This is an optimization exercise on Yosys and OpenROAD, whose aim is small area and a short achievable clock period, not a production implementation.

== the reference run ==
Design Horner, start of the top module:
module Horner(input clk,
              input rst,
              input [31:0] x,
              input [31:0] cn,
              output wire [31:0] z);
clock: 8.5 ns
lec_check: 0
cap_margin: 20
core_margin: 2
core_utilization: 60
place_density: 0.7
setup_slack_margin: 2.5
slew_margin: 20
standard.sh (not shown) runs the stock make flow with config.mk's settings and CLKGATE_MAP_FILE= SYNTH_SCRIPT=/design/flow/synth_recipe.tcl, a recipe that flattens the netlist after the stock synthesis.
==> flow/flow/run.sh <==
#!/bin/bash
set -euo pipefail
R=orfs/results/$FLOW_PLATFORM/Horner/base
bash standard.sh synth > synth.log 2>&1
cp $R/1_2_yosys.v $R/1_2_yosys.std.v
python3 flow/mapnet.py "$FLOW_DESIGN" $R/1_2_yosys.map.v > mapnet.log 2>&1
regs() { grep -o 'dfxtp_1 \\[^ ]*' "$1" | sort; }
if [[ "$(regs $R/1_2_yosys.std.v)" == "$(regs $R/1_2_yosys.map.v)" ]]; then
  echo "registers match: using the mapped netlist" >> mapnet.log
  cp $R/1_2_yosys.map.v $R/1_2_yosys.v
else
  echo "registers differ: using the standard netlist" >> mapnet.log
  python3 flow/fixinv.py $R/1_2_yosys.std.v $R/1_2_yosys.v > fixinv.log 2>&1
fi
rm -f $R/1_synth.odb $R/1_synth.sdc
bash standard.sh finish > layout.log 2>&1
Other scripts of this flow, unchanged in this note and not shown: flow/flow/fixinv.py, flow/flow/mapnet.py
The reference run finished every stage and its layout cleared the timing, DRC and antenna checks.
diff inputs: the reference run => the trial run
--- a/flow/design.v
+++ b/flow/design.v
@@ -46,24 +46,16 @@
     reg  a28_0;
     reg  a28_1;
     reg  a29_0;
     reg  a29_1;
     reg  a30_0;
     reg  a30_1;
     reg  a31_0;
     reg  a31_1;
-    reg  a31_2;
-    reg  a31_3;
-    reg  a31_4;
-    reg  a31_5;
-    reg  a31_6;
-    reg  a31_7;
-    reg  a31_8;
-    reg  a31_9;
     wire [31:0] acc;
     wire [31:0] cq = cn & {32{~rst}};
     assign z = acc;
     wire [31:0] am = acc & {32{~rst}};
     wire p6 = a6_0 ^ a6_1;
     wire g6 = a6_0 & a6_1;
     wire p10 = a10_0 ^ a10_1;
     wire g10 = a10_0 & a10_1;
@@ -88,17 +80,17 @@
     wire p27 = a27_0 ^ a27_1;
     wire g27 = a27_0 & a27_1;
     wire p28 = a28_0 ^ a28_1;
     wire g28 = a28_0 & a28_1;
     wire p29 = a29_0 ^ a29_1;
     wire g29 = a29_0 & a29_1;
     wire p30 = a30_0 ^ a30_1;
     wire g30 = a30_0 & a30_1;
-    wire p31 = a31_0 ^ a31_1 ^ a31_2 ^ a31_3 ^ a31_4 ^ a31_5 ^ a31_6 ^ a31_7 ^ a31_8 ^ a31_9;
+    wire p31 = a31_0 ^ a31_1;
     wire G1_1 = 1'b0 | (a1_0 & 1'b0);
     wire G1_2 = 1'b0 | (a2_0 & 1'b0);
     wire P1_2 = a2_0 & a1_0;
     wire G1_3 = 1'b0 | (a3_0 & 1'b0);
     wire P1_3 = a3_0 & a2_0;
     wire G1_4 = 1'b0 | (a4_0 & 1'b0);
     wire P1_4 = a4_0 & a3_0;
     wire G1_5 = 1'b0 | (a5_0 & 1'b0);
@@ -1182,28 +1174,36 @@
     wire t3 = pp10_11 ^ pp9_13;
     wire t4 = t0 ^ pp8_15;
     wire t5 = pp3_25 ^ pp4_23;
     wire t6 = pp2_27 ^ pp1_29;
     wire t7 = pp0_31 ^ pp5_21;
     wire t8 = pp6_19 ^ pp7_17;
     wire t9 = t1 ^ t2;
     wire t10 = t3 ^ t4;
-    wire t11 = t5 ^ t6;
-    wire t12 = t7 ^ t8;
-    wire t13 = t9 ^ t10;
-    wire t14 = t11 ^ t12;
-    wire t15 = t13 ^ t14;
-    wire t16 = fc226 ^ fc227;
-    wire t17 = fc228 ^ fc229;
-    wire t18 = fc230 ^ fc231;
-    wire t19 = fc232 ^ fc233;
-    wire t20 = fc234 ^ fc235;
-    wire t21 = fc236 ^ fc237;
-    wire t22 = fc238 ^ fc239;
+    wire t11 = t5 ^ fc226;
+    wire t12 = t6 ^ t7;
+    wire t13 = t8 ^ t9;
+    wire t14 = fc227 ^ t10;
+    wire t15 = fc228 ^ t11;
+    wire t16 = t12 ^ fc229;
+    wire t17 = fc230 ^ t13;
+    wire t18 = fc231 ^ t14;
+    wire t19 = t15 ^ t16;
+    wire t20 = t17 ^ t18;
+    wire t21 = fc232 ^ t19;
+    wire t22 = fc233 ^ t20;
+    wire t23 = fc234 ^ t21;
+    wire t24 = t22 ^ t23;
+    wire t25 = fc235 ^ fc236;
+    wire t26 = t24 ^ t25;
+    wire t27 = fc237 ^ t26;
+    wire t28 = fc238 ^ t27;
+    wire t29 = t28 ^ fc239;
+    wire t30 = t29 ^ fc240;
     always @(posedge clk) begin
         a0_0 <= fs0;
         a1_0 <= fs1;
         a2_0 <= fs3;
         a3_0 <= fs5;
         a4_0 <= fs8;
         a5_0 <= fs11;
         a6_0 <= hs0;
@@ -1241,20 +1241,12 @@
         a27_0 <= hc10;
         a27_1 <= hs11;
         a28_0 <= hc11;
         a28_1 <= hs12;
         a29_0 <= hc12;
         a29_1 <= hs13;
         a30_0 <= hc13;
         a30_1 <= hs14;
-        a31_0 <= t16;
-        a31_1 <= t17;
-        a31_2 <= t18;
-        a31_3 <= t15;
-        a31_4 <= t19;
-        a31_5 <= t20;
-        a31_6 <= t21;
-        a31_7 <= t22;
-        a31_8 <= fc240;
-        a31_9 <= hc14;
+        a31_0 <= t30;
+        a31_1 <= hc14;
     end
 endmodule
==> results.txt <==
Overall via count from detail_route for the trial run is higher than for the reference run. The trial run against the reference run: count of clock-buffer cells in the layout climbed 1. Re synthesis-to-finish area growth: the trial run is 2.0 points up on the reference run. The trial run packs its core more tightly than the reference run. The trial run gives more non-clock buffer instance count of the final layout than the reference run did.
No functional check of the RTL was part of any run of this note.

-- static timing again, ports no longer ideal --
The results above use ideal ports. As a check the final layouts listed here were re-extracted and re-timed, cells and wires unchanged. Step 1 sets driving cells, clkbuf_16 on the clock port and buf_2 on the other inputs (assumed; they add their load-dependent delay and slew). Step 2 adds t to the input delays and takes it off the output delays; t is the mean of the earliest and latest rising clock arrival at the registers after step 1. Input paths then give back, and output paths get back, about the clock's delay inside the block. a / b / c = no drivers / after step 1 / after step 2; a / b = the first two.
run	shift t [ns]	setup slack, ns	hold WS [ns]	pins driven straight from the clock port
the reference run	0.348	2.548 / 2.566 / 2.218	0.853 / 0.853 / 0.853	1
the trial run	0.349	2.604 / 2.622 / 2.273	1.141 / 1.141 / 1.141	1
After both steps setup and hold are still met in every run listed. For the trial run, which loses most, drivers alone change the setup slack by +0.018 ns; drivers and shift together by -0.331 ns.
